Background: an optimization exercise with open tools, aiming at small area. Do not read the settings as production practice.
Function was checked by simulation only, so behaviour that the tests miss may differ from the original.

==> flow/design.v (outline; a module is shown in full before it is edited, if it fits) <==
// module fir: 1326 lines
// module aoi222: 4 lines
// module aoi22: 3 lines
// module xnor2c: 3 lines
// module xor2c: 3 lines
// module fa: 4 lines
// module audio_lpf: 12 lines
module audio_lpf (
    input  wire               clk,
    input  wire               rst_n,
    input  wire               valid_in,
    input  wire signed [31:0] x_in,
    output wire               valid_out,
    output wire signed [31:0] y_out
);
  // ...
==> flow/run.sh <==
#!/bin/bash
# synth_recipe.tcl (not shown) runs the flow's synth.tcl, then flattens the netlist and writes it again
# the make line also repeats each setting of config.mk as NAME=value (left out here)
make -C /OpenROAD-flow-scripts/flow DESIGN_CONFIG=/design/flow/config.mk WORK_HOME=/design/flow/orfs CLKGATE_MAP_FILE= SYNTH_SCRIPT=/design/flow/synth_recipe.tcl finish
==> flow/config.mk <==
export PLATFORM = sky130hd
export DESIGN_NAME = audio_lpf
export DESIGN_NICKNAME = audio_lpf
export VERILOG_FILES = /design/flow/design.v
export SDC_FILE = /design/flow/constraint.sdc
export NUM_CORES = 4
export LEC_CHECK = 0
export CAP_MARGIN = 20
export CELL_PAD_IN_SITES_DETAIL_PLACEMENT = 1
export CELL_PAD_IN_SITES_GLOBAL_PLACEMENT = 1
export CORE_MARGIN = 2
export CORE_UTILIZATION = 40
export SLEW_MARGIN = 20
export SYNTH_HIERARCHICAL = 1
==> flow/constraint.sdc <==
create_clock -name core_clock -period 10.0 [get_ports {clk}]
set_input_delay 2.0000 -clock core_clock [delete_from_list [all_inputs] [get_ports {clk}]]
set_output_delay 2.0000 -clock core_clock [all_outputs]
set_load 0.01 [all_outputs]
==> results.yml, run 1 <==
yosys:
  synth_cells: 1234
  synth_cell_type_count: 55
  yosys_most_used_dff: "dfxtp_1"
setup_path:
  arrival_ns: 9.38
  endpoint: "u_fir_lpr.acc1[9]"
  required_ns: 10.22
  crit_family: "adder cells"
  endpoint_kind: "register"
timing:
  hold_viol: 0
  fin_crit_ns: 9.158
  hold_slack_ns: 0.6360
clock_tree:
  clockBufferDepth: 2
  cts.repair.resized: 0
run_status:
  status: "complete, no violations"
grt:
  busiest_layer: "met2"
  grt_use_met3_pct: 4.878
  grt.overflow.total: 0
route:
  dr_wl_met2_um: 20410
  wire_per_inst_um: 26.66
  routed_wl_um: 44230
finish:
  seq_area_share_pct: 12.24
  top_regs: "u_fir_lpr.acc0 (19), u_fir_lpr.acc1 (19), u_fir_lpr.acc2 (18)"
  multi_input_area_share_pct: 73.61
  syn2layout_area_growth_pct: 10.01
  n_antenna_cell: 0
floorplanning:
  pin_count: 68
  n_tap_cell: 396
==> inputs of run 2 (changes only) <==
--- a/flow/design.v
+++ b/flow/design.v
@@ -98,37 +98,37 @@
     wire n61 = ~((n46 & xn[12]) | (n47 & xn[11]));
     wire n62 = ~((n46 & xn[13]) | (n47 & xn[12]));
     wire n63 = ~((n46 & xn[14]) | (n47 & xn[13]));
     wire n64 = ~((n46 & xn[15]) | (n47 & xn[14]));
     wire n65 = ~((n46 & xn[15]) | (n47 & xn[15]));
     wire n66 = (n46 & xn[15]) | (n47 & xn[15]);
     wire n67 = ~n48;
     wire s0_sbn = xv[15];
-    wire n68 = ((hold & acc0[0]) | (take & acc1[0]) | clear);
-    wire n69 = ((hold & acc0[1]) | (take & acc1[1]) | clear);
-    wire n70 = ((hold & acc0[2]) | (take & acc1[2]) | clear);
-    wire n71 = ((hold & acc0[3]) | (take & acc1[3]) | clear);
-    wire n72 = ((hold & acc0[4]) | (take & acc1[4]) | clear);
-    wire n73 = ((hold & acc0[5]) | (take & acc1[5]) | clear);
-    wire n74 = ((hold & acc0[6]) | (take & acc1[6]) | clear);
-    wire n75 = ((hold & acc0[7]) | (take & acc1[7]) | clear);
-    wire n76 = ((hold & acc0[8]) | (take & acc1[8]) | clear);
-    wire n77 = ((hold & acc0[9]) | (take & acc1[9]) | clear);
-    wire n78 = ((hold & acc0[10]) | (take & acc1[10]) | clear);
-    wire n79 = ((hold & acc0[11]) | (take & acc1[11]) | clear);
-    wire n80 = ((hold & acc0[12]) | (take & acc1[12]) | clear);
-    wire n81 = ((hold & acc0[13]) | (take & acc1[13]) | clear);
-    wire n82 = ((hold & acc0[14]) | (take & acc1[14]) | clear);
-    wire n83 = ((hold & acc0[15]) | (take & acc1[15]) | clear);
-    wire n84 = ((hold & acc0[16]) | (take & acc1[16]) | clear);
-    wire n85 = ((hold & acc0[17]) | (take & acc1[17]) | clear);
+    wire n68;
+    wire n69;
+    wire n70;
+    wire n71;
+    wire n72;
+    wire n73;
+    wire n74;
+    wire n75;
+    wire n76;
+    wire n77;
+    wire n78;
+    wire n79;
+    wire n80;
+    wire n81;
+    wire n82;
+    wire n83;
+    wire n84;
+    wire n85;
     wire n86 = ~((hold & acc0[18]) | (take & acc1[18]) | clear);
-    wire n87 = ((hold & pl0) | (take & pl1) | clear);
-    wire n88 = ((hold & pm0) | (take & pm1) | clear);
+    wire n87;
+    wire n88;
     wire n89 = ~n22;
     wire n90 = ~n43;
     wire n91 = ~n65;
     wire n92 = ~n80;
     wire n93 = ~n81;
     wire n94 = ~n82;
     wire n95 = ~n83;
     wire n96 = ~n84;
@@ -301,37 +301,37 @@
     wire n317 = ~((n305 & xv[10]) | (n306 & xv[9]));
     wire n318 = ~((n305 & xv[11]) | (n306 & xv[10]));
     wire n319 = ~((n305 & xv[12]) | (n306 & xv[11]));
     wire n320 = ~((n305 & xv[13]) | (n306 & xv[12]));
     wire n321 = ~((n305 & xv[14]) | (n306 & xv[13]));
     wire n322 = ~((n305 & xv[15]) | (n306 & xv[14]));
     wire n323 = (n305 & xv[15]) | (n306 & xv[15]);
     wire s1_sbn = xn[15];
-    wire n324 = ((hold & acc1[0]) | (take & acc2[0]) | clear);
-    wire n325 = ((hold & acc1[1]) | (take & acc2[1]) | clear);
-    wire n326 = ((hold & acc1[2]) | (take & acc2[2]) | clear);
-    wire n327 = ((hold & acc1[3]) | (take & acc2[3]) | clear);
-    wire n328 = ((hold & acc1[4]) | (take & acc2[4]) | clear);
-    wire n329 = ((hold & acc1[5]) | (take & acc2[5]) | clear);
-    wire n330 = ((hold & acc1[6]) | (take & acc2[6]) | clear);
-    wire n331 = ((hold & acc1[7]) | (take & acc2[7]) | clear);
-    wire n332 = ((hold & acc1[8]) | (take & acc2[8]) | clear);
-    wire n333 = ((hold & acc1[9]) | (take & acc2[9]) | clear);
-    wire n334 = ((hold & acc1[10]) | (take & acc2[10]) | clear);
-    wire n335 = ((hold & acc1[11]) | (take & acc2[11]) | clear);
-    wire n336 = ((hold & acc1[12]) | (take & acc2[12]) | clear);
-    wire n337 = ((hold & acc1[13]) | (take & acc2[13]) | clear);
-    wire n338 = ((hold & acc1[14]) | (take & acc2[14]) | clear);
-    wire n339 = ((hold & acc1[15]) | (take & acc2[15]) | clear);
-    wire n340 = ((hold & acc1[16]) | (take & acc2[16]) | clear);
-    wire n341 = ((hold & acc1[17]) | (take & acc2[17]) | clear);
+    wire n324;
+    wire n325;
+    wire n326;
+    wire n327;
+    wire n328;
+    wire n329;
+    wire n330;
+    wire n331;
+    wire n332;
+    wire n333;
+    wire n334;
+    wire n335;
+    wire n336;
+    wire n337;
+    wire n338;
+    wire n339;
+    wire n340;
+    wire n341;
     wire n342 = ~((hold & acc1[18]) | (take & acc2[17]) | clear);
-    wire n343 = ((hold & pl1) | (take & pl2) | clear);
-    wire n344 = ((hold & pm1) | (take & pm2) | clear);
+    wire n343;
+    wire n344;
     wire n345 = ~n237;
     wire n346 = ~n258;
     wire n347 = ~n280;
     wire n348 = ~n302;
     wire n349 = ~n322;
     wire n350 = ~n339;
     wire n351 = ~n340;
     wire n352 = ~n341;
@@ -535,36 +535,36 @@
     wire n636 = ~((n624 & xv[10]) | (n625 & xv[9]));
     wire n637 = ~((n624 & xv[11]) | (n625 & xv[10]));
     wire n638 = ~((n624 & xv[12]) | (n625 & xv[11]));
     wire n639 = ~((n624 & xv[13]) | (n625 & xv[12]));
     wire n640 = ~((n624 & xv[14]) | (n625 & xv[13]));
     wire n641 = ~((n624 & xv[15]) | (n625 & xv[14]));
     wire n642 = (n624 & xv[15]) | (n625 & xv[15]);
     wire s2_sbn = xn[15];
-    wire n643 = ((hold & acc2[0]) | (take & acc3[0]) | clear);
-    wire n644 = ((hold & acc2[1]) | (take & acc3[1]) | clear);
-    wire n645 = ((hold & acc2[2]) | (take & acc3[2]) | clear);
-    wire n646 = ((hold & acc2[3]) | (take & acc3[3]) | clear);
-    wire n647 = ((hold & acc2[4]) | (take & acc3[4]) | clear);
-    wire n648 = ((hold & acc2[5]) | (take & acc3[5]) | clear);
-    wire n649 = ((hold & acc2[6]) | (take & acc3[6]) | clear);
-    wire n650 = ((hold & acc2[7]) | (take & acc3[7]) | clear);
-    wire n651 = ((hold & acc2[8]) | (take & acc3[8]) | clear);
-    wire n652 = ((hold & acc2[9]) | (take & acc3[9]) | clear);
-    wire n653 = ((hold & acc2[10]) | (take & acc3[10]) | clear);
-    wire n654 = ((hold & acc2[11]) | (take & acc3[11]) | clear);
-    wire n655 = ((hold & acc2[12]) | (take & acc3[12]) | clear);
-    wire n656 = ((hold & acc2[13]) | (take & acc3[13]) | clear);
-    wire n657 = ((hold & acc2[14]) | (take & acc3[13]) | clear);
-    wire n658 = ((hold & acc2[15]) | (take & acc3[13]) | clear);
-    wire n659 = ((hold & acc2[16]) | (take & acc3[13]) | clear);
+    wire n643;
+    wire n644;
+    wire n645;
+    wire n646;
+    wire n647;
+    wire n648;
+    wire n649;
+    wire n650;
+    wire n651;
+    wire n652;
+    wire n653;
+    wire n654;
+    wire n655;
+    wire n656;
+    wire n657;
+    wire n658;
+    wire n659;
     wire n660 = ~((hold & acc2[17]) | (take & acc3[13]) | clear);
-    wire n661 = ((hold & pl2) | (take & pl3) | clear);
-    wire n662 = ((hold & pm2) | (take & pm3) | clear);
+    wire n661;
+    wire n662;
     wire n663 = ~n556;
     wire n664 = ~n577;
     wire n665 = ~n599;
     wire n666 = ~n621;
     wire n667 = ~n641;
     wire n668 = ~n658;
     wire n669 = ~n659;
     wire n670 = (n557 & s2_sbn) | (n557 & n540) | (s2_sbn & n540);
@@ -859,16 +859,36 @@
     aoi222 u_bn14 (.a1(n1), .a2(xv[9]), .b1(n2), .b2(xn[9]), .c1(n3), .c2(xn[8]), .y(n14));
     aoi222 u_bn15 (.a1(n1), .a2(xv[10]), .b1(n2), .b2(xn[10]), .c1(n3), .c2(xn[9]), .y(n15));
     aoi222 u_bn16 (.a1(n1), .a2(xv[11]), .b1(n2), .b2(xn[11]), .c1(n3), .c2(xn[10]), .y(n16));
     aoi222 u_bn17 (.a1(n1), .a2(xv[12]), .b1(n2), .b2(xn[12]), .c1(n3), .c2(xn[11]), .y(n17));
     aoi222 u_bn18 (.a1(n1), .a2(xv[13]), .b1(n2), .b2(xn[13]), .c1(n3), .c2(xn[12]), .y(n18));
     aoi222 u_bn19 (.a1(n1), .a2(xv[14]), .b1(n2), .b2(xn[14]), .c1(n3), .c2(xn[13]), .y(n19));
     aoi222 u_bn20 (.a1(n1), .a2(xv[15]), .b1(n2), .b2(xn[15]), .c1(n3), .c2(xn[14]), .y(n20));
     aoi222 u_bn21 (.a1(n1), .a2(xv[15]), .b1(n2), .b2(xn[15]), .c1(n3), .c2(xn[15]), .y(n21));
+    opsel u_op1 (.h(hold), .a(acc0[0]), .t(take), .b(acc1[0]), .c(clear), .y(n68));
+    opsel u_op2 (.h(hold), .a(acc0[1]), .t(take), .b(acc1[1]), .c(clear), .y(n69));
+    opsel u_op3 (.h(hold), .a(acc0[2]), .t(take), .b(acc1[2]), .c(clear), .y(n70));
+    opsel u_op4 (.h(hold), .a(acc0[3]), .t(take), .b(acc1[3]), .c(clear), .y(n71));
+    opsel u_op5 (.h(hold), .a(acc0[4]), .t(take), .b(acc1[4]), .c(clear), .y(n72));
+    opsel u_op6 (.h(hold), .a(acc0[5]), .t(take), .b(acc1[5]), .c(clear), .y(n73));
+    opsel u_op7 (.h(hold), .a(acc0[6]), .t(take), .b(acc1[6]), .c(clear), .y(n74));
+    opsel u_op8 (.h(hold), .a(acc0[7]), .t(take), .b(acc1[7]), .c(clear), .y(n75));
+    opsel u_op9 (.h(hold), .a(acc0[8]), .t(take), .b(acc1[8]), .c(clear), .y(n76));
+    opsel u_op10 (.h(hold), .a(acc0[9]), .t(take), .b(acc1[9]), .c(clear), .y(n77));
+    opsel u_op11 (.h(hold), .a(acc0[10]), .t(take), .b(acc1[10]), .c(clear), .y(n78));
+    opsel u_op12 (.h(hold), .a(acc0[11]), .t(take), .b(acc1[11]), .c(clear), .y(n79));
+    opsel u_op13 (.h(hold), .a(acc0[12]), .t(take), .b(acc1[12]), .c(clear), .y(n80));
+    opsel u_op14 (.h(hold), .a(acc0[13]), .t(take), .b(acc1[13]), .c(clear), .y(n81));
+    opsel u_op15 (.h(hold), .a(acc0[14]), .t(take), .b(acc1[14]), .c(clear), .y(n82));
+    opsel u_op16 (.h(hold), .a(acc0[15]), .t(take), .b(acc1[15]), .c(clear), .y(n83));
+    opsel u_op17 (.h(hold), .a(acc0[16]), .t(take), .b(acc1[16]), .c(clear), .y(n84));
+    opsel u_op18 (.h(hold), .a(acc0[17]), .t(take), .b(acc1[17]), .c(clear), .y(n85));
+    opsel u_op19 (.h(hold), .a(pl0), .t(take), .b(pl1), .c(clear), .y(n87));
+    opsel u_op20 (.h(hold), .a(pm0), .t(take), .b(pm1), .c(clear), .y(n88));
     fa u_fa1 (.a(n45), .b(s0_sbn), .c(n7), .s(n100), .co(n101));
     fa u_fa2 (.a(s0_sbn), .b(n8), .c(n28), .s(n103), .co(n104));
     fa u_fa3 (.a(n67), .b(s0_sbn), .c(n9), .s(n106), .co(n107));
     fa u_fa4 (.a(n29), .b(n49), .c(n104), .s(n108), .co(n109));
     fa u_fa5 (.a(s0_sbn), .b(n10), .c(n30), .s(n111), .co(n112));
     fa u_fa6 (.a(n50), .b(n107), .c(n111), .s(n113), .co(n114));
     fa u_fa7 (.a(s0_sbn), .b(n11), .c(n31), .s(n116), .co(n117));
     fa u_fa8 (.a(n51), .b(n112), .c(n116), .s(n118), .co(n119));
@@ -973,16 +993,36 @@
     aoi222 u_bn295 (.a1(n283), .a2(xv[8]), .b1(n284), .b2(xn[8]), .c1(n285), .c2(xv[7]), .y(n295));
     aoi222 u_bn296 (.a1(n283), .a2(xv[9]), .b1(n284), .b2(xn[9]), .c1(n285), .c2(xv[8]), .y(n296));
     aoi222 u_bn297 (.a1(n283), .a2(xv[10]), .b1(n284), .b2(xn[10]), .c1(n285), .c2(xv[9]), .y(n297));
     aoi222 u_bn298 (.a1(n283), .a2(xv[11]), .b1(n284), .b2(xn[11]), .c1(n285), .c2(xv[10]), .y(n298));
     aoi222 u_bn299 (.a1(n283), .a2(xv[12]), .b1(n284), .b2(xn[12]), .c1(n285), .c2(xv[11]), .y(n299));
     aoi222 u_bn300 (.a1(n283), .a2(xv[13]), .b1(n284), .b2(xn[13]), .c1(n285), .c2(xv[12]), .y(n300));
     aoi222 u_bn301 (.a1(n283), .a2(xv[14]), .b1(n284), .b2(xn[14]), .c1(n285), .c2(xv[13]), .y(n301));
     aoi222 u_bn302 (.a1(n283), .a2(xv[15]), .b1(n284), .b2(xn[15]), .c1(n285), .c2(xv[14]), .y(n302));
+    opsel u_op21 (.h(hold), .a(acc1[0]), .t(take), .b(acc2[0]), .c(clear), .y(n324));
+    opsel u_op22 (.h(hold), .a(acc1[1]), .t(take), .b(acc2[1]), .c(clear), .y(n325));
+    opsel u_op23 (.h(hold), .a(acc1[2]), .t(take), .b(acc2[2]), .c(clear), .y(n326));
+    opsel u_op24 (.h(hold), .a(acc1[3]), .t(take), .b(acc2[3]), .c(clear), .y(n327));
+    opsel u_op25 (.h(hold), .a(acc1[4]), .t(take), .b(acc2[4]), .c(clear), .y(n328));
+    opsel u_op26 (.h(hold), .a(acc1[5]), .t(take), .b(acc2[5]), .c(clear), .y(n329));
+    opsel u_op27 (.h(hold), .a(acc1[6]), .t(take), .b(acc2[6]), .c(clear), .y(n330));
+    opsel u_op28 (.h(hold), .a(acc1[7]), .t(take), .b(acc2[7]), .c(clear), .y(n331));
+    opsel u_op29 (.h(hold), .a(acc1[8]), .t(take), .b(acc2[8]), .c(clear), .y(n332));
+    opsel u_op30 (.h(hold), .a(acc1[9]), .t(take), .b(acc2[9]), .c(clear), .y(n333));
+    opsel u_op31 (.h(hold), .a(acc1[10]), .t(take), .b(acc2[10]), .c(clear), .y(n334));
+    opsel u_op32 (.h(hold), .a(acc1[11]), .t(take), .b(acc2[11]), .c(clear), .y(n335));
+    opsel u_op33 (.h(hold), .a(acc1[12]), .t(take), .b(acc2[12]), .c(clear), .y(n336));
+    opsel u_op34 (.h(hold), .a(acc1[13]), .t(take), .b(acc2[13]), .c(clear), .y(n337));
+    opsel u_op35 (.h(hold), .a(acc1[14]), .t(take), .b(acc2[14]), .c(clear), .y(n338));
+    opsel u_op36 (.h(hold), .a(acc1[15]), .t(take), .b(acc2[15]), .c(clear), .y(n339));
+    opsel u_op37 (.h(hold), .a(acc1[16]), .t(take), .b(acc2[16]), .c(clear), .y(n340));
+    opsel u_op38 (.h(hold), .a(acc1[17]), .t(take), .b(acc2[17]), .c(clear), .y(n341));
+    opsel u_op39 (.h(hold), .a(pl1), .t(take), .b(pl2), .c(clear), .y(n343));
+    opsel u_op40 (.h(hold), .a(pm1), .t(take), .b(pm2), .c(clear), .y(n344));
     fa u_fa55 (.a(n260), .b(s1_sbn), .c(n223), .s(n355), .co(n356));
     fa u_fa56 (.a(s1_sbn), .b(n224), .c(n244), .s(n358), .co(n359));
     fa u_fa57 (.a(n282), .b(s1_sbn), .c(n225), .s(n361), .co(n362));
     fa u_fa58 (.a(n245), .b(n265), .c(n359), .s(n363), .co(n364));
     fa u_fa59 (.a(s1_sbn), .b(n226), .c(n246), .s(n366), .co(n367));
     fa u_fa60 (.a(n266), .b(n362), .c(n366), .s(n368), .co(n369));
     fa u_fa61 (.a(n304), .b(s1_sbn), .c(n227), .s(n371), .co(n372));
     fa u_fa62 (.a(n247), .b(n267), .c(n287), .s(n373), .co(n374));
@@ -1119,16 +1159,35 @@
     aoi222 u_bn614 (.a1(n602), .a2(xv[8]), .b1(n603), .b2(xn[8]), .c1(n604), .c2(xv[7]), .y(n614));
     aoi222 u_bn615 (.a1(n602), .a2(xv[9]), .b1(n603), .b2(xn[9]), .c1(n604), .c2(xv[8]), .y(n615));
     aoi222 u_bn616 (.a1(n602), .a2(xv[10]), .b1(n603), .b2(xn[10]), .c1(n604), .c2(xv[9]), .y(n616));
     aoi222 u_bn617 (.a1(n602), .a2(xv[11]), .b1(n603), .b2(xn[11]), .c1(n604), .c2(xv[10]), .y(n617));
     aoi222 u_bn618 (.a1(n602), .a2(xv[12]), .b1(n603), .b2(xn[12]), .c1(n604), .c2(xv[11]), .y(n618));
     aoi222 u_bn619 (.a1(n602), .a2(xv[13]), .b1(n603), .b2(xn[13]), .c1(n604), .c2(xv[12]), .y(n619));
     aoi222 u_bn620 (.a1(n602), .a2(xv[14]), .b1(n603), .b2(xn[14]), .c1(n604), .c2(xv[13]), .y(n620));
     aoi222 u_bn621 (.a1(n602), .a2(xv[15]), .b1(n603), .b2(xn[15]), .c1(n604), .c2(xv[14]), .y(n621));
+    opsel u_op41 (.h(hold), .a(acc2[0]), .t(take), .b(acc3[0]), .c(clear), .y(n643));
+    opsel u_op42 (.h(hold), .a(acc2[1]), .t(take), .b(acc3[1]), .c(clear), .y(n644));
+    opsel u_op43 (.h(hold), .a(acc2[2]), .t(take), .b(acc3[2]), .c(clear), .y(n645));
+    opsel u_op44 (.h(hold), .a(acc2[3]), .t(take), .b(acc3[3]), .c(clear), .y(n646));
+    opsel u_op45 (.h(hold), .a(acc2[4]), .t(take), .b(acc3[4]), .c(clear), .y(n647));
+    opsel u_op46 (.h(hold), .a(acc2[5]), .t(take), .b(acc3[5]), .c(clear), .y(n648));
+    opsel u_op47 (.h(hold), .a(acc2[6]), .t(take), .b(acc3[6]), .c(clear), .y(n649));
+    opsel u_op48 (.h(hold), .a(acc2[7]), .t(take), .b(acc3[7]), .c(clear), .y(n650));
+    opsel u_op49 (.h(hold), .a(acc2[8]), .t(take), .b(acc3[8]), .c(clear), .y(n651));
+    opsel u_op50 (.h(hold), .a(acc2[9]), .t(take), .b(acc3[9]), .c(clear), .y(n652));
+    opsel u_op51 (.h(hold), .a(acc2[10]), .t(take), .b(acc3[10]), .c(clear), .y(n653));
+    opsel u_op52 (.h(hold), .a(acc2[11]), .t(take), .b(acc3[11]), .c(clear), .y(n654));
+    opsel u_op53 (.h(hold), .a(acc2[12]), .t(take), .b(acc3[12]), .c(clear), .y(n655));
+    opsel u_op54 (.h(hold), .a(acc2[13]), .t(take), .b(acc3[13]), .c(clear), .y(n656));
+    opsel u_op55 (.h(hold), .a(acc2[14]), .t(take), .b(acc3[13]), .c(clear), .y(n657));
+    opsel u_op56 (.h(hold), .a(acc2[15]), .t(take), .b(acc3[13]), .c(clear), .y(n658));
+    opsel u_op57 (.h(hold), .a(acc2[16]), .t(take), .b(acc3[13]), .c(clear), .y(n659));
+    opsel u_op58 (.h(hold), .a(pl2), .t(take), .b(pl3), .c(clear), .y(n661));
+    opsel u_op59 (.h(hold), .a(pm2), .t(take), .b(pm3), .c(clear), .y(n662));
     fa u_fa141 (.a(n579), .b(s2_sbn), .c(n542), .s(n672), .co(n673));
     fa u_fa142 (.a(s2_sbn), .b(n543), .c(n563), .s(n675), .co(n676));
     fa u_fa143 (.a(n601), .b(s2_sbn), .c(n544), .s(n678), .co(n679));
     fa u_fa144 (.a(n564), .b(n584), .c(n676), .s(n680), .co(n681));
     fa u_fa145 (.a(s2_sbn), .b(n545), .c(n565), .s(n683), .co(n684));
     fa u_fa146 (.a(n585), .b(n679), .c(n683), .s(n685), .co(n686));
     fa u_fa147 (.a(n623), .b(s2_sbn), .c(n546), .s(n688), .co(n689));
     fa u_fa148 (.a(n566), .b(n586), .c(n606), .s(n690), .co(n691));
@@ -1326,16 +1385,19 @@
 endmodule
 module aoi222 (input wire a1, input wire a2, input wire b1, input wire b2,
                input wire c1, input wire c2, output wire y);
     assign y = ~((a1 & a2) | (b1 & b2) | (c1 & c2));
 endmodule
 module aoi22 (input wire a1, input wire a2, input wire b1, input wire b2, output wire y);
     assign y = ~((a1 & a2) | (b1 & b2));
 endmodule
+module opsel (input wire h, input wire a, input wire t, input wire b, input wire c, output wire y);
+    assign y = (h & a) | (t & b) | c;
+endmodule
 module xnor2c (input wire a, input wire b, output wire y);
     assign y = ~(a ^ b);
 endmodule
 module xor2c (input wire a, input wire b, output wire y);
     assign y = a ^ b;
 endmodule
 module fa (input wire a, input wire b, input wire c, output wire s, output wire co);
     assign s  = a ^ b ^ c;
==> flow/flow/run.sh (new file) <==
#!/bin/bash
# Own flow: the standard layout (standard.sh, unchanged synthesis and steps),
# with the I/O port buffers that global placement inserts made from the
# smallest buffer cell, sky130_fd_sc_hd__buf_1, instead of the default choice.
# Each ORFS step keeps its full log under orfs/logs/; this script's own output
# goes to flow_run.log in the work folder.
set -euo pipefail
exec > >(tee -a flow_run.log) 2>&1
echo "run.sh: $(date -u) in $(pwd)"
bash standard.sh "BUFFER_PORTS_ARGS=-buffer_cell sky130_fd_sc_hd__buf_1" finish
echo "run.sh: done $(date -u)"
==> flow/standard.sh (new file) <==
#!/bin/bash
# synth_recipe.tcl (not shown) runs the flow's synth.tcl, then flattens the netlist and writes it again
# the make line also repeats each setting of config.mk as NAME=value (left out here)
make -C /OpenROAD-flow-scripts/flow DESIGN_CONFIG=/design/flow/config.mk WORK_HOME=/design/flow/orfs CLKGATE_MAP_FILE= SYNTH_SCRIPT=/design/flow/synth_recipe.tcl "${@:-finish}"
--- a/flow/config.mk
+++ b/flow/config.mk
@@ -5,10 +5,11 @@
 export SDC_FILE = /design/flow/constraint.sdc
 export NUM_CORES = 4
 export LEC_CHECK = 0
 export CAP_MARGIN = 20
 export CELL_PAD_IN_SITES_DETAIL_PLACEMENT = 1
 export CELL_PAD_IN_SITES_GLOBAL_PLACEMENT = 1
 export CORE_MARGIN = 2
 export CORE_UTILIZATION = 40
+export CTS_BUF_LIST = sky130_fd_sc_hd__clkbuf_8
 export SLEW_MARGIN = 20
 export SYNTH_HIERARCHICAL = 1
removed: flow/run.sh
==> run 2 against run 1 <==
Via count grew 1.9%. First-iteration DRC count grew 8.1%. Sequential cell count is the same. Worst setup slack lost 0.098 ns. Global-route usage grew 1.1 points.
==> results.yml, run 2 <==
yosys:
  yosys.area.top_type: "fa_1"
  syn_avg_cell_area_sq_um: 11.04
  yosys_most_used_dff: "dfxtp_1"
  synth_cells: 1115
  synth_fp_nets: 1432
  synth_top_cell_area_share_pct: 44.73
  ys_top_cells_by_area: "fa_1 45%, dfxtp_1 13%, a222oi_1 13%, a221o_1 5.0%, a21oi_1 2.4%"
  async_reset_ff_share_pct: 6.024
  synth_fa_ha_area_share_pct: 45.85
  yosysWarnings: 7
  synth_top_family_by_area: "adder cells"
  ys_seq_elements: 83
  synth_compound_area_share_pct: 25.58
  synth.most_common_cell: "fa_1"
  synth-xor-area-share_pct: 1.921
  synthMuxAreaShare_pct: 0.2440
  syn_area_sq_um: 12310
  ys_seq_area_share_pct: 13.71
  yosys.area_share.simple_pct: 7.645
  synth_edf_count: 0
  synth_common_cells: "275 x fa_1, 154 x a222oi_1, 78 x dfxtp_1, 65 x nand2_1, 63 x inv_1"
  synth_cell_type_count: 49
timing:
  rsz0062_at_grt: "false"
  fin_ws_ns: 0.7432
  slew_violations: 0
  worstMarginPinSlew_ns: 0.9836
  fin_skew_ns: 0.01858
  setup_violations: 0
  max_freq_ghz: 0.1080
  hold_slack_ns: 0.5612
  relSlewSlack_pct: 34.43
  fin_crit_ns: 9.257
  hold_viol: 0
  fin_crit_sh_pct: 92.57
  finalSetupTns_ns: 0
setup_path:
  path_class: "input pin to register"
  crit_chain: "buf_1 > nand2_1 > inv_1 > a222oi_1 > fa_1 > fa_1 > fa_1 > fa_1 > fa_1 > fa_1 > fa_1 > fa_1 > fa_1 > fa_1 > fa_1 > fa_1 > fa_1"
  arrival_ns: 9.55
  critPathMaxStageDelay_ns: 0.71
  endpoint_kind: "register"
  cp_common_cell: "fa_1"
  required_ns: 10.29
  crit_family: "adder cells"
  cp_slowest_cell: "buf_1"
  critPathMaxFanout: 16
  start_kind: "input pin"
  reg2reg_slack_ns: 1.32
  path_buf_inv: 2
route:
  routed_wl_um: 46070
  vias: 10900
  wire_per_inst_um: 29.27
  dr.pass1.iters: 13
  vias_per_cell: 6.923
  drt-initial-drc-count: 1932
  drc_errors: 0
  ant_nets: 0
grt:
  grt_pass1_wl_um: 71800
  antenna_found_initial: 0
  grt_max_degree: 63
  grt.total_usage_pct: 28.87
  grt.overflow.total: 0
  grt_pass1_vias: 11880
floorplanning:
  die_area_sq_um: 32190
  initial_utilization_pct: 40.45
  die-width_um: 179.4
  fp.dieH_um: 179.4
  placementRows: 64
  pin_count: 68
  core_sq_um: 30430
finish:
  drive_above_1_share_pct: 9.083
  post-route-util_pct: 43.99
  top_regs: "u_fir_lpr.acc0 (19), u_fir_lpr.acc1 (19), u_fir_lpr.acc2 (18)"
  fin_cells: 1574
  layout_commonest_cell: "fa_1"
  fin_nets: 1490
  final_cell_mix: "275 x fa_1, 154 x a222oi_1, 78 x dfxtp_1, 64 x buf_4, 63 x nand2_1"
  fin_area_sq_um: 13390
  n_antenna_cell: 0
  syn2layout_area_growth_pct: 8.763
clock_tree:
  clockBufferDepth: 2
  cts_sinks: 83
  cts.repair.resized: 0
  cts-root-buf: "clkbuf_8"
  ctsHoldBuffers: 0
  clk_latency_ns: 0.41
  clkTransAtPathRegs_ns: 0.09
  cts_setup_buffers: 0
  numCtsBuffers: 9
  cts_tree: "built"
  htreeDepth: 3
placement:
  numPlacedInstances: 1558
  port_buffers: 51
  gp_congestion: 0.8707
  hpwl_um: 32820
  placed_area_sq_um: 13140
  pre_cts_ws_ns: 0.4208
hold_path:
  hold_path_class: "register to register"
run_status:
  status: "complete, no violations"
job:
  maxCapViolations: 0
-- run 2: cell types whose count changed after synthesis, moves of 4 or more --
cell | previous run | this run
o21ai_0 | 103 | 48
nor2_1 | 52 | 59
nor3_1 | 4 | 15
nand2_1 | 165 | 65
a221o_1 | 0 | 61
o21a_1 | 7 | 3
a21oi_1 | 49 | 58
o211ai_1 | 5 | 0
clkbuf_1 | 60 | 29
-- run 2: area by class of cell --
class                   instances  area [sq um]
fillers                      3386         17040
multi-input cells             900         10020
flip-flops and latches         83          1688
repair buffers                116         691.9
well taps                     396         495.5
inverters                      63         236.5
clock buffers                  10         137.6
clock inverters                 6         112.6
-- run 2: worst reg2reg max path, cell delays in order (launching register included) --
cell,delay [ns]
dfrtp_1,0.87
inv_1,0.27
ha_1,0.29
buf_4,0.26
or3_1,0.81
a222oi_1,0.57
fa_1,0.50
fa_1,0.44
fa_1,0.47
fa_1,0.42
fa_1,0.40
fa_1,0.40
fa_1,0.42
fa_1,0.41
fa_1,0.42
fa_1,0.39
fa_1,0.39
fa_1,0.39
fa_1,0.43
-- run 2: path summary, 6_finish.rpt --
path                               startpoint                  end  cells after the start
setup / recovery                     valid_in    u_fir_lpr.acc1[9]                     17
hold / removal             u_fir_lpr.acc1[18]   u_fir_lpr.acc1[18]                      2
setup reg to reg              u_fir_lpr.ph[2]    u_fir_lpr.acc1[9]                     18
hold reg to reg            u_fir_lpr.acc1[18]   u_fir_lpr.acc1[18]                      2
max in group asynchronous               rst_n      u_fir_lpr.first                      1
min in group asynchronous               rst_n  u_fir_lpr.valid_out                      1
-- run 2: cell families after synthesis --
family | after synthesis
xor+xnor | 27
flops | 83
simple gates | 199
mux | 3
buf+inv | 132
compound gates | 384
fa+ha+maj | 287
-- run 2: modules after synthesis, one instance, submodules excluded, excerpt --
module	flip-flops and latches	cell area, sq um	times used	cells
aoi222	0	10.01	152	1
fir	83	4542	1	612
xor2c	0	8.758	17	1
fa	0	20.02	275	1
opsel	0	10.01	59	1
-- run 2: per-layer routing --
layer  up-vias  track usage, %  share of wire (%)
met4         2           8.358                2.3
met2       601           45.49                 47
met5         -           1.481               0.14
li1       4442               -                  -
met3        69           5.895                8.9
met1      5783           40.35                 42
==> inputs of run 3 (changes only) <==
--- a/flow/config.mk
+++ b/flow/config.mk
@@ -11,5 +11,6 @@
 export CORE_MARGIN = 2
 export CORE_UTILIZATION = 40
 export CTS_BUF_LIST = sky130_fd_sc_hd__clkbuf_8
+export PLACE_DENSITY = 0.75
 export SLEW_MARGIN = 20
 export SYNTH_HIERARCHICAL = 1
==> run 3 against run 2 <==
Non-clock buffer count fell by 3. Synthesized cell count did not move. Sequential cell count did not move. Via count rose by 2.7%. Synthesized area did not move. Cell count fell by 0.19%.
==> results.yml, run 3 <==
run_status:
  status: "complete, no violations"
yosys:
  ys_seq_elements: 83
  synth_cell_type_count: 49
  yosys_most_used_dff: "dfxtp_1"
  synth.most_common_cell: "fa_1"
  synth_fp_nets: 1432
  ys_top_cells_by_area: "fa_1 45%, dfxtp_1 13%, a222oi_1 13%, a221o_1 5.0%, a21oi_1 2.4%"
  synth_cells: 1115
  syn_avg_cell_area_sq_um: 11.04
  synth_top_cell_area_share_pct: 44.73
  ys_seq_area_share_pct: 13.71
  synth_common_cells: "275 x fa_1, 154 x a222oi_1, 78 x dfxtp_1, 65 x nand2_1, 63 x inv_1"
  yosys.area.top_type: "fa_1"
  synth_edf_count: 0
  syn_area_sq_um: 12310
  yosysWarnings: 7
  async_reset_ff_share_pct: 6.024
setup_path:
  r2r_cells: 18
  cp_slowest_cell: "fa_1"
  crit_chain: "buf_1 > nand2_1 > inv_1 > a222oi_1 > fa_1 > fa_1 > fa_1 > fa_1 > fa_1 > fa_1 > fa_1 > fa_1 > fa_1 > fa_1 > fa_1 > fa_1 > fa_1"
  path_class: "input pin to register"
  reg2reg_slack_ns: 1.59
  start_kind: "input pin"
  r2r_end: "u_fir_lpr.acc1[9]"
  regToRegStartpoint: "u_fir_lpr.ph[2]"
  critPathMaxStageDelay_ns: 0.55
  arrival_ns: 9.27
  required_ns: 10.29
  endpoint_kind: "register"
  critPathMaxFanout: 12
  cp_common_cell: "fa_1"
timing:
  fin_skew_ns: 0.01105
  finalSetupTns_ns: 0
  rsz0062_at_grt: "false"
  relSlewSlack_pct: 31.48
  fin_crit_sh_pct: 89.76
  max_freq_ghz: 0.1114
  slew_violations: 0
  fin_ws_ns: 1.024
  setup_violations: 0
  worstMarginPinSlew_ns: 1.028
  fin_crit_ns: 8.976
  hold_viol: 0
hold_path:
  hold_path_class: "register to register"
  hold_path_end: "u_fir_lpr.first"
  hp-start: "u_fir_lpr.first"
  hold_depth: 1
route:
  drc_errors: 0
  vias_per_cell: 7.123
  drt-initial-drc-count: 2377
  dr.pass1.iters: 14
  wire_per_inst_um: 29.16
  ant_nets: 0
  routed_wl_um: 45800
  vias: 11190
finish:
  multi_input_area_sq_um: 10020
  regArea_sq_um: 1688
  fillers: 3362
  drive_above_1_share_pct: 8.851
  fin_nets: 1487
  final_cell_mix: "275 x fa_1, 154 x a222oi_1, 78 x dfxtp_1, 63 x nand2_1, 62 x inv_1"
  top_regs: "u_fir_lpr.acc0 (19), u_fir_lpr.acc1 (19), u_fir_lpr.acc2 (18)"
  n_antenna_cell: 0
  fin_area_sq_um: 13340
  syn2layout_area_growth_pct: 8.387
  layout_commonest_cell: "fa_1"
clock_tree:
  numCtsBuffers: 9
  ctsHoldBuffers: 0
  htreeDepth: 3
  cts_sinks: 83
  clk_latency_ns: 0.41
  cts-root-buf: "clkbuf_8"
  clkTransAtPathRegs_ns: 0.11
  cts_setup_buffers: 0
  clockBufferDepth: 2
  cts_tree: "built"
  cts.repair.resized: 0
grt:
  grt_pass1_wl_um: 72170
  antenna_found_initial: 0
  grt.overflow.total: 0
  grt.total_usage_pct: 28.57
  grt_pass1_vias: 12390
  grt_max_degree: 58
floorplanning:
  initial_utilization_pct: 40.45
  core_sq_um: 30430
  die-width_um: 179.4
  pin_count: 68
  fp.dieH_um: 179.4
  placementRows: 64
  die_area_sq_um: 32190
placement:
  pre_cts_ws_ns: 0.7436
  hpwl_um: 32420
  port_buffers: 51
  gp_congestion: 0.8935
  placed_area_sq_um: 13120
job:
  maxCapViolations: 0
## run 3: cell counts after synthesis
No cell type changed its count.
## run 3: critical path, delay by kind of cell
family          cells  cell delay [ns]
compound gates      1             0.26
fa+ha+maj          13             5.57
buf+inv             2             0.98
simple gates        1             0.45
## run 3: worst max path at each step
| stage | startpoint | to | slack [ns] | cells after the start |
|---|---|---|---|---|
| final | valid_in | u_fir_lpr.acc1[9] | 1.02 | 17 |
| after global routing | valid_in | u_fir_lpr.acc2[9] | 1.01 | 17 |
| after CTS | valid_in | u_fir_lpr.acc1[9] | 1.19 | 17 |
| after detailed placement | valid_in | u_fir_lpr.acc1[9] | 0.74 | 17 |
| after global placement | valid_in | u_fir_lpr.acc1[9] | 0.82 | 17 |
| after floorplan | valid_in | u_fir_lpr.acc1[9] | 0.59 | 17 |
## run 3: final cells by class
| cell class | instances | share of cell area (%) |
|---|---|---|
| inverters | 63 | 1.773 |
| clock inverters | 7 | 0.7128 |
| flip-flops and latches | 83 | 12.65 |
| multi-input cells | 900 | 75.11 |
| well taps | 396 | 3.714 |
| clock buffers | 9 | 0.9285 |
| repair buffers | 113 | 5.112 |
## run 3: logic make-up after synthesis
family                   share of synthesized area (%)
adder cells (fa/ha/maj)                          45.85
XOR/XNOR                                         1.921
buffers and inverters                            5.052
AO/OA/AOI/OAI                                    25.58
AND/OR/NAND/NOR                                  7.645
multiplexers                                    0.2440
flip-flops                                       13.71
## run 3: modules after synthesis, one instance, submodules excluded, a selection
module	area (sq um)	copies in the design
fir	4542	1
fa	20.02	275
aoi222	10.01	152
opsel	10.01	59
xor2c	8.758	17
## run 3: through the flow
| stage | hold WS (ns) | utilization, % | std cells |
|---|---|---|---|
| after floorplan | 0.4985 | - | 1115 |
| after global placement | 0.5264 | 43.12 | 1555 |
| after detailed placement | 0.5346 | 43.12 | 1555 |
| after CTS | 0.5639 | 43.84 | 1571 |
| after global routing | 0.5805 | 43.84 | 1571 |
| final | 0.5585 | 43.84 | 1571 |
## run 3: layer usage
metal | global-route usage, % | up-vias | part of all wire (%)
met5 | 0 | - | 0
met4 | 13.07 | 0 | 4.1
met3 | 5.835 | 144 | 12
met2 | 46.36 | 876 | 47
met1 | 36.93 | 5741 | 37
li1 | - | 4429 | -
==> inputs of run 4 (changes only) <==
--- a/flow/config.mk
+++ b/flow/config.mk
@@ -9,7 +9,7 @@
 export CELL_PAD_IN_SITES_DETAIL_PLACEMENT = 1
 export CELL_PAD_IN_SITES_GLOBAL_PLACEMENT = 1
 export CORE_MARGIN = 2
-export CORE_UTILIZATION = 40
+export CORE_UTILIZATION = 55
 export CTS_BUF_LIST = sky130_fd_sc_hd__clkbuf_8
 export PLACE_DENSITY = 0.75
 export SLEW_MARGIN = 20
==> run 4 against run 3 <==
Synthesized cell count is the same. Sequential share of layout area up 0.13 points. Worst setup slack worse by 0.12 ns. Worst hold slack improved by 0.0061 ns. Die area shrank 27%. Core utilization rose by 16 points. Largest cell class unchanged.
==> results.yml, run 4 <==
setup_path:
  required_ns: 10.27
  critPathMaxFanout: 21
  path_class: "input pin to register"
  endpoint_kind: "register"
  reg2reg_slack_ns: 1.34
  start_kind: "input pin"
  r2r_cells: 18
  critPathMaxStageDelay_ns: 0.72
  cp_slowest_cell: "buf_1"
  regToRegStartpoint: "u_fir_lpr.ph[2]"
  cp_common_cell: "fa_1"
  path_buf_inv: 2
  crit_family: "adder cells"
  arrival_ns: 9.36
  r2r_end: "u_fir_lpr.acc1[9]"
  crit_chain: "buf_1 > nand2_1 > inv_1 > a222oi_1 > fa_1 > fa_1 > fa_1 > fa_1 > fa_1 > fa_1 > fa_1 > fa_1 > fa_1 > fa_1 > fa_1 > fa_1"
timing:
  hold_viol: 0
  setup_violations: 0
  fin_skew_ns: 0.01966
  max_freq_ghz: 0.1100
  fin_ws_ns: 0.9088
  worstMarginPinSlew_ns: 0.9951
  finalSetupTns_ns: 0
  fin_crit_ns: 9.091
  slew_violations: 0
  rsz0062_at_grt: "false"
  relSlewSlack_pct: 33.66
  fin_crit_sh_pct: 90.91
finish:
  top_regs: "u_fir_lpr.acc0 (19), u_fir_lpr.acc1 (19), u_fir_lpr.acc2 (18)"
  layout_commonest_cell: "fa_1"
  fin_nets: 1490
  syn2layout_area_growth_pct: 7.289
  final_cell_mix: "275 x fa_1, 154 x a222oi_1, 78 x dfxtp_1, 65 x buf_4, 63 x nand2_1"
  drive_above_1_share_pct: 8.998
  fillers: 2369
  multi_input_area_sq_um: 10020
  n_antenna_cell: 0
  regArea_sq_um: 1688
floorplanning:
  placementRows: 54
  pin_count: 68
  die-width_um: 153.6
  fp.dieH_um: 153.6
  initial_utilization_pct: 56.22
  die_area_sq_um: 23590
  core_sq_um: 21890
hold_path:
  hold_path_end: "u_fir_lpr.acc1[18]"
  hold_path_class: "register to register"
  hp-start: "u_fir_lpr.acc1[18]"
  hold_depth: 2
yosys:
  syn_avg_cell_area_sq_um: 11.04
  synth_cell_type_count: 49
  yosysWarnings: 7
  synth_cells: 1115
  synth_fp_nets: 1432
  yosys.area.top_type: "fa_1"
  ys_seq_elements: 83
  ys_top_cells_by_area: "fa_1 45%, dfxtp_1 13%, a222oi_1 13%, a221o_1 5.0%, a21oi_1 2.4%"
  synth_top_cell_area_share_pct: 44.73
  async_reset_ff_share_pct: 6.024
  synth_common_cells: "275 x fa_1, 154 x a222oi_1, 78 x dfxtp_1, 65 x nand2_1, 63 x inv_1"
  syn_area_sq_um: 12310
  synth.most_common_cell: "fa_1"
  ys_seq_area_share_pct: 13.71
  synth_edf_count: 0
  yosys_most_used_dff: "dfxtp_1"
run_status:
  status: "complete, no violations"
clock_tree:
  ctsHoldBuffers: 0
  cts-root-buf: "clkbuf_8"
  cts.repair.resized: 0
  cts_sinks: 83
  cts_setup_buffers: 0
  htreeDepth: 3
  clk_latency_ns: 0.40
  cts_tree: "built"
  clkTransAtPathRegs_ns: 0.10
  clockBufferDepth: 2
  numCtsBuffers: 9
route:
  ant_nets: 0
  vias: 11040
  drt-initial-drc-count: 2317
  wire_per_inst_um: 30.30
  drc_errors: 0
  dr.pass1.iters: 14
  vias_per_cell: 7.575
  routed_wl_um: 44180
job:
  maxCapViolations: 0
placement:
  port_buffers: 51
  pre_cts_ws_ns: 0.7201
  hpwl_um: 31560
  gp_congestion: 0.8951
grt:
  grt_max_degree: 44
  grt.total_usage_pct: 37.96
  grt.overflow.total: 0
  antenna_found_initial: 0
  grt_pass1_vias: 12040
  grt_pass1_wl_um: 69780
## run 4: how the worst max path moves through the flow
stage,from,to,slack [ns],depth (start not counted)
2_1_floorplan,valid_in,u_fir_lpr.acc1[9],0.59,17
3_3_place_gp,valid_in,u_fir_lpr.acc2[9],0.82,17
3_5_place_dp,valid_in,u_fir_lpr.acc1[9],0.72,16
4_1_cts,valid_in,u_fir_lpr.acc2[9],1.13,17
5_1_grt,valid_in,u_fir_lpr.acc1[9],0.80,16
6_report,valid_in,u_fir_lpr.acc1[9],0.91,16
## run 4: final cells by class
class / count / share of cell area, %
Multi-Input combinational cell: 900 / 75.89
Timing Repair Buffer: 116 / 5.145
Sequential cell: 83 / 12.78
Clock inverter: 7 / 0.8054
Inverter: 63 / 1.791
Clock buffer: 9 / 0.9380
Tap cell: 280 / 2.653
## run 4: stage by stage
step	cell area (sq um)	utilization (%)	std cells	hold slack, ns
2_1_floorplan	12320	-	1115	0.4985
3_3_place_gp	12970	59.27	1442	0.5233
3_5_place_dp	12970	59.27	1442	0.5390
4_1_cts	13210	60.32	1458	0.5723
5_1_grt	13210	60.32	1458	0.6088
6_report	13210	60.32	1458	0.5646
## run 4: routing by layer
metal | vias to the layer above | global-route usage [%] | wire length, um
li1 | 4439 | - | -
met1 | 5629 | 53.18 | 16900
met2 | 850 | 58.73 | 20500
met3 | 126 | 8.653 | 5259
met4 | 0 | 13.32 | 1518
met5 | - | 0 | 0
## run 4: cells by family (layout without fill, tap and decap cells)
logic type / after synthesis / in the layout / share of synthesized area (%)
muxes: 3 / 3 / 0.2440
adders and majority gates: 287 / 287 / 45.85
buffers and inverters: 132 / 195 / 5.052
xor gates and xnor gates: 27 / 27 / 1.921
AOI/OAI and AO/OA: 384 / 384 / 25.58
and+or+nand+nor: 199 / 199 / 7.645
DFF: 83 / 83 / 13.71
## run 4: per-module statistics from Yosys, one instance, submodules excluded, excerpt
module	cell area (sq um)	times used	flip-flops and latches
xor2c	8.758	17	0
fa	20.02	275	0
opsel	10.01	59	0
fir	4542	1	83
aoi222	10.01	152	0
## run 4: worst min-delay path: stages, from the launching register on
cell and delay, ns:
dfxtp_1 0.34, a21oi_1 0.07, xnor2_1 0.12
==> inputs of run 5 (changes only) <==
--- a/flow/config.mk
+++ b/flow/config.mk
@@ -6,10 +6,8 @@
 export NUM_CORES = 4
 export LEC_CHECK = 0
 export CAP_MARGIN = 20
-export CELL_PAD_IN_SITES_DETAIL_PLACEMENT = 1
-export CELL_PAD_IN_SITES_GLOBAL_PLACEMENT = 1
 export CORE_MARGIN = 2
-export CORE_UTILIZATION = 55
+export CORE_UTILIZATION = 40
 export CTS_BUF_LIST = sky130_fd_sc_hd__clkbuf_8
 export PLACE_DENSITY = 0.75
 export SLEW_MARGIN = 20
==> run 5 against run 4 <==
Clock skew is 0.0051 ns lower. First-iteration DRC count is 4.7% lower. Global-route usage down 12 points. Die area increased by 36%. Worst setup slack better by 0.17 ns. Worst hold slack gained 0.021 ns. Synthesized cell count unchanged. Register-to-register slack improved by 0.12 ns. Cell count increased by 7.5%. Critical path depth rose by 1. Critical endpoint unchanged. Synthesized area is the same. Sequential share of layout area down 0.075 points.
==> results.yml, run 5 <==
finish:
  final_cell_mix: "275 x fa_1, 154 x a222oi_1, 78 x dfxtp_1, 63 x inv_1, 63 x nand2_1"
  fin_cells: 1568
  syn2layout_area_growth_pct: 7.919
  drive_above_1_share_pct: 8.447
  top_regs: "u_fir_lpr.acc0 (19), u_fir_lpr.acc1 (19), u_fir_lpr.acc2 (18)"
  layout_commonest_cell: "fa_1"
  fin_area_sq_um: 13280
  fin_nets: 1484
  n_antenna_cell: 0
yosys:
  synth_common_cells: "275 x fa_1, 154 x a222oi_1, 78 x dfxtp_1, 65 x nand2_1, 63 x inv_1"
  synth_edf_count: 0
  synth.most_common_cell: "fa_1"
  async_reset_ff_share_pct: 6.024
  synth_top_cell_area_share_pct: 44.73
  syn_avg_cell_area_sq_um: 11.04
  synth_fp_nets: 1432
  yosysWarnings: 7
  synth_cell_type_count: 49
  yosys.area.top_type: "fa_1"
  ys_seq_area_share_pct: 13.71
  yosys_most_used_dff: "dfxtp_1"
  ys_top_cells_by_area: "fa_1 45%, dfxtp_1 13%, a222oi_1 13%, a221o_1 5.0%, a21oi_1 2.4%"
  synth_cells: 1115
  ys_seq_elements: 83
  syn_area_sq_um: 12310
placement:
  hpwl_um: 28410
  placed_area_sq_um: 13080
  numPlacedInstances: 1552
  gp_congestion: 0.9777
  port_buffers: 51
setup_path:
  path_class: "input pin to register"
  critPathMaxFanout: 13
  crit_chain: "buf_1 > nand2_1 > inv_1 > a222oi_1 > fa_1 > fa_1 > fa_1 > fa_1 > fa_1 > fa_1 > fa_1 > fa_1 > fa_1 > fa_1 > fa_1 > fa_1 > fa_1"
  start_kind: "input pin"
  critPathMaxStageDelay_ns: 0.58
  cp_common_cell: "fa_1"
  endpoint_kind: "register"
  arrival_ns: 9.18
  cp_slowest_cell: "fa_1"
  required_ns: 10.26
floorplanning:
  pin_count: 68
  fp.dieH_um: 179.4
  die_area_sq_um: 32190
  core_sq_um: 30430
  placementRows: 64
  initial_utilization_pct: 40.45
  die-width_um: 179.4
route:
  dr.pass1.iters: 20
  vias_per_cell: 7.230
  drt-initial-drc-count: 2209
  vias: 11340
  routed_wl_um: 42180
  ant_nets: 0
  wire_per_inst_um: 26.90
  drc_errors: 0
timing:
  worstMarginPinSlew_ns: 1.059
  setup_violations: 0
  slew_violations: 0
  rsz0062_at_grt: "false"
  max_freq_ghz: 0.1121
  fin_skew_ns: 0.01451
  finalSetupTns_ns: 0
  relSlewSlack_pct: 28.92
  hold_slack_ns: 0.5857
  hold_viol: 0
  fin_crit_ns: 8.920
  fin_crit_sh_pct: 89.20
clock_tree:
  cts-root-buf: "clkbuf_8"
  clkTransAtPathRegs_ns: 0.10
  clockBufferDepth: 2
  cts.repair.resized: 0
  cts_sinks: 83
  clk_latency_ns: 0.38
  htreeDepth: 3
  ctsHoldBuffers: 0
  cts_setup_buffers: 0
  cts_tree: "built"
  numCtsBuffers: 9
run_status:
  status: "complete, no violations"
grt:
  grt.total_usage_pct: 25.95
  antenna_found_initial: 0
  grt_max_degree: 56
  grt_pass1_wl_um: 66720
  grt.overflow.total: 0
  grt_pass1_vias: 12080
job:
  maxCapViolations: 0
hold_path:
  hold_path_class: "register to register"
## run 5: cell counts after synthesis
No cell type changed its count.
## run 5: modules after synthesis (local to each module, per instance), excerpt
module,cells inside,flops+latches,area [sq um],times used
fir,612,83,4542,1
fa,1,0,20.02,275
aoi222,1,0,10.01,152
opsel,1,0,10.01,59
xor2c,1,0,8.758,17
## run 5: final cells by class
cell class / count / area (sq um)
well taps: 396 / 495.5
repair buffers: 110 / 646.9
clock buffers: 9 / 123.9
multi-input cells: 900 / 10020
fillers: 2868 / 17150
inverters: 63 / 236.5
clock inverters: 7 / 76.32
flip-flops and latches: 83 / 1688
## run 5: path summary, 6_finish.rpt
kind | to | depth (start not counted) | start | slack [ns]
worst max register to register | u_fir_lpr.acc1[9] | 19 | u_fir_lpr.ph[2] | 1.46
worst max-delay path | u_fir_lpr.acc1[9] | 17 | valid_in | 1.08
max in group asynchronous | u_fir_lpr.first | 1 | rst_n | 8.28
worst min register to register | u_fir_lpr.acc1[18] | 2 | u_fir_lpr.acc1[18] | 0.59
worst min-delay path | u_fir_lpr.acc1[18] | 2 | u_fir_lpr.acc1[18] | 0.59
min in group asynchronous | u_fir_lpr.valid_out | 1 | rst_n | 1.45
## run 5: cell families after synthesis
| family | Yosys count | synth area share, % |
|---|---|---|
| and+or+nand+nor | 199 | 7.645 |
| adders and majority gates | 287 | 45.85 |
| buffers and inverters | 132 | 5.052 |
| muxes | 3 | 0.2440 |
| AOI/OAI and AO/OA | 384 | 25.58 |
| xor gates and xnor gates | 27 | 1.921 |
| DFF | 83 | 13.71 |
## run 5: critical path: cells and delay by family
| kind | cells | cell delay, ns |
|---|---|---|
| compound gates | 1 | 0.25 |
| fa+ha+maj | 13 | 5.59 |
| buf+inv | 2 | 1.09 |
| simple gates | 1 | 0.24 |
## run 5: through the flow
step	util, %	worst slack [ns]
6_report	43.65	1.080
3_5_place_dp	42.99	0.9174
2_1_floorplan	-	0.5884
5_1_grt	43.65	1.028
4_1_cts	43.65	1.308
3_3_place_gp	42.99	0.9810
## run 5: metal layers
metal / GRT usage, % / share of wire (%) / vias up / wire length (um)
li1: - / - / 4429 / -
met1: 32.77 / 35 / 5662 / 14850
met2: 40.49 / 46 / 1055 / 19210
met3: 6.605 / 14 / 190 / 5695
met4: 15.19 / 5.7 / 0 / 2419
met5: 0 / 0 / - / 0

[static timing again, ports no longer ideal]
How much do the figures lean on ideal ports? The routed layouts below were timed once more, with nothing changed but the port constraints. Step 1 assumes that a clkbuf_16 drives the clock port and a buf_2 every other input. Step 2 adds t to the input delays and takes it off the output delays; t is the mean of the earliest and latest rising clock arrival at the registers after step 1. Input paths then give back, and output paths get back, about the clock's delay inside the block. Three values: no drivers, after step 1, after step 2; two values: the first two.
run | shift t [ns] | setup WS [ns] | hold slack, ns
run 1 | 0.397 | 0.842 / 0.866 / 0.469 | 0.636 / 0.636 / 0.636
run 2 | 0.450 | 0.743 / 0.760 / 0.311 | 0.561 / 0.561 / 0.561
run 3 | 0.442 | 1.024 / 1.013 / 0.571 | 0.558 / 0.558 / 0.558
run 4 | 0.433 | 0.909 / 0.928 / 0.495 | 0.565 / 0.565 / 0.565
run 5 | 0.417 | 1.080 / 1.096 / 0.679 | 0.586 / 0.586 / 0.586
After both steps setup and hold are still met in every run listed. The setup slack of run 3, which loses most, moves by -0.011 ns with the drivers and by -0.453 ns with both steps.
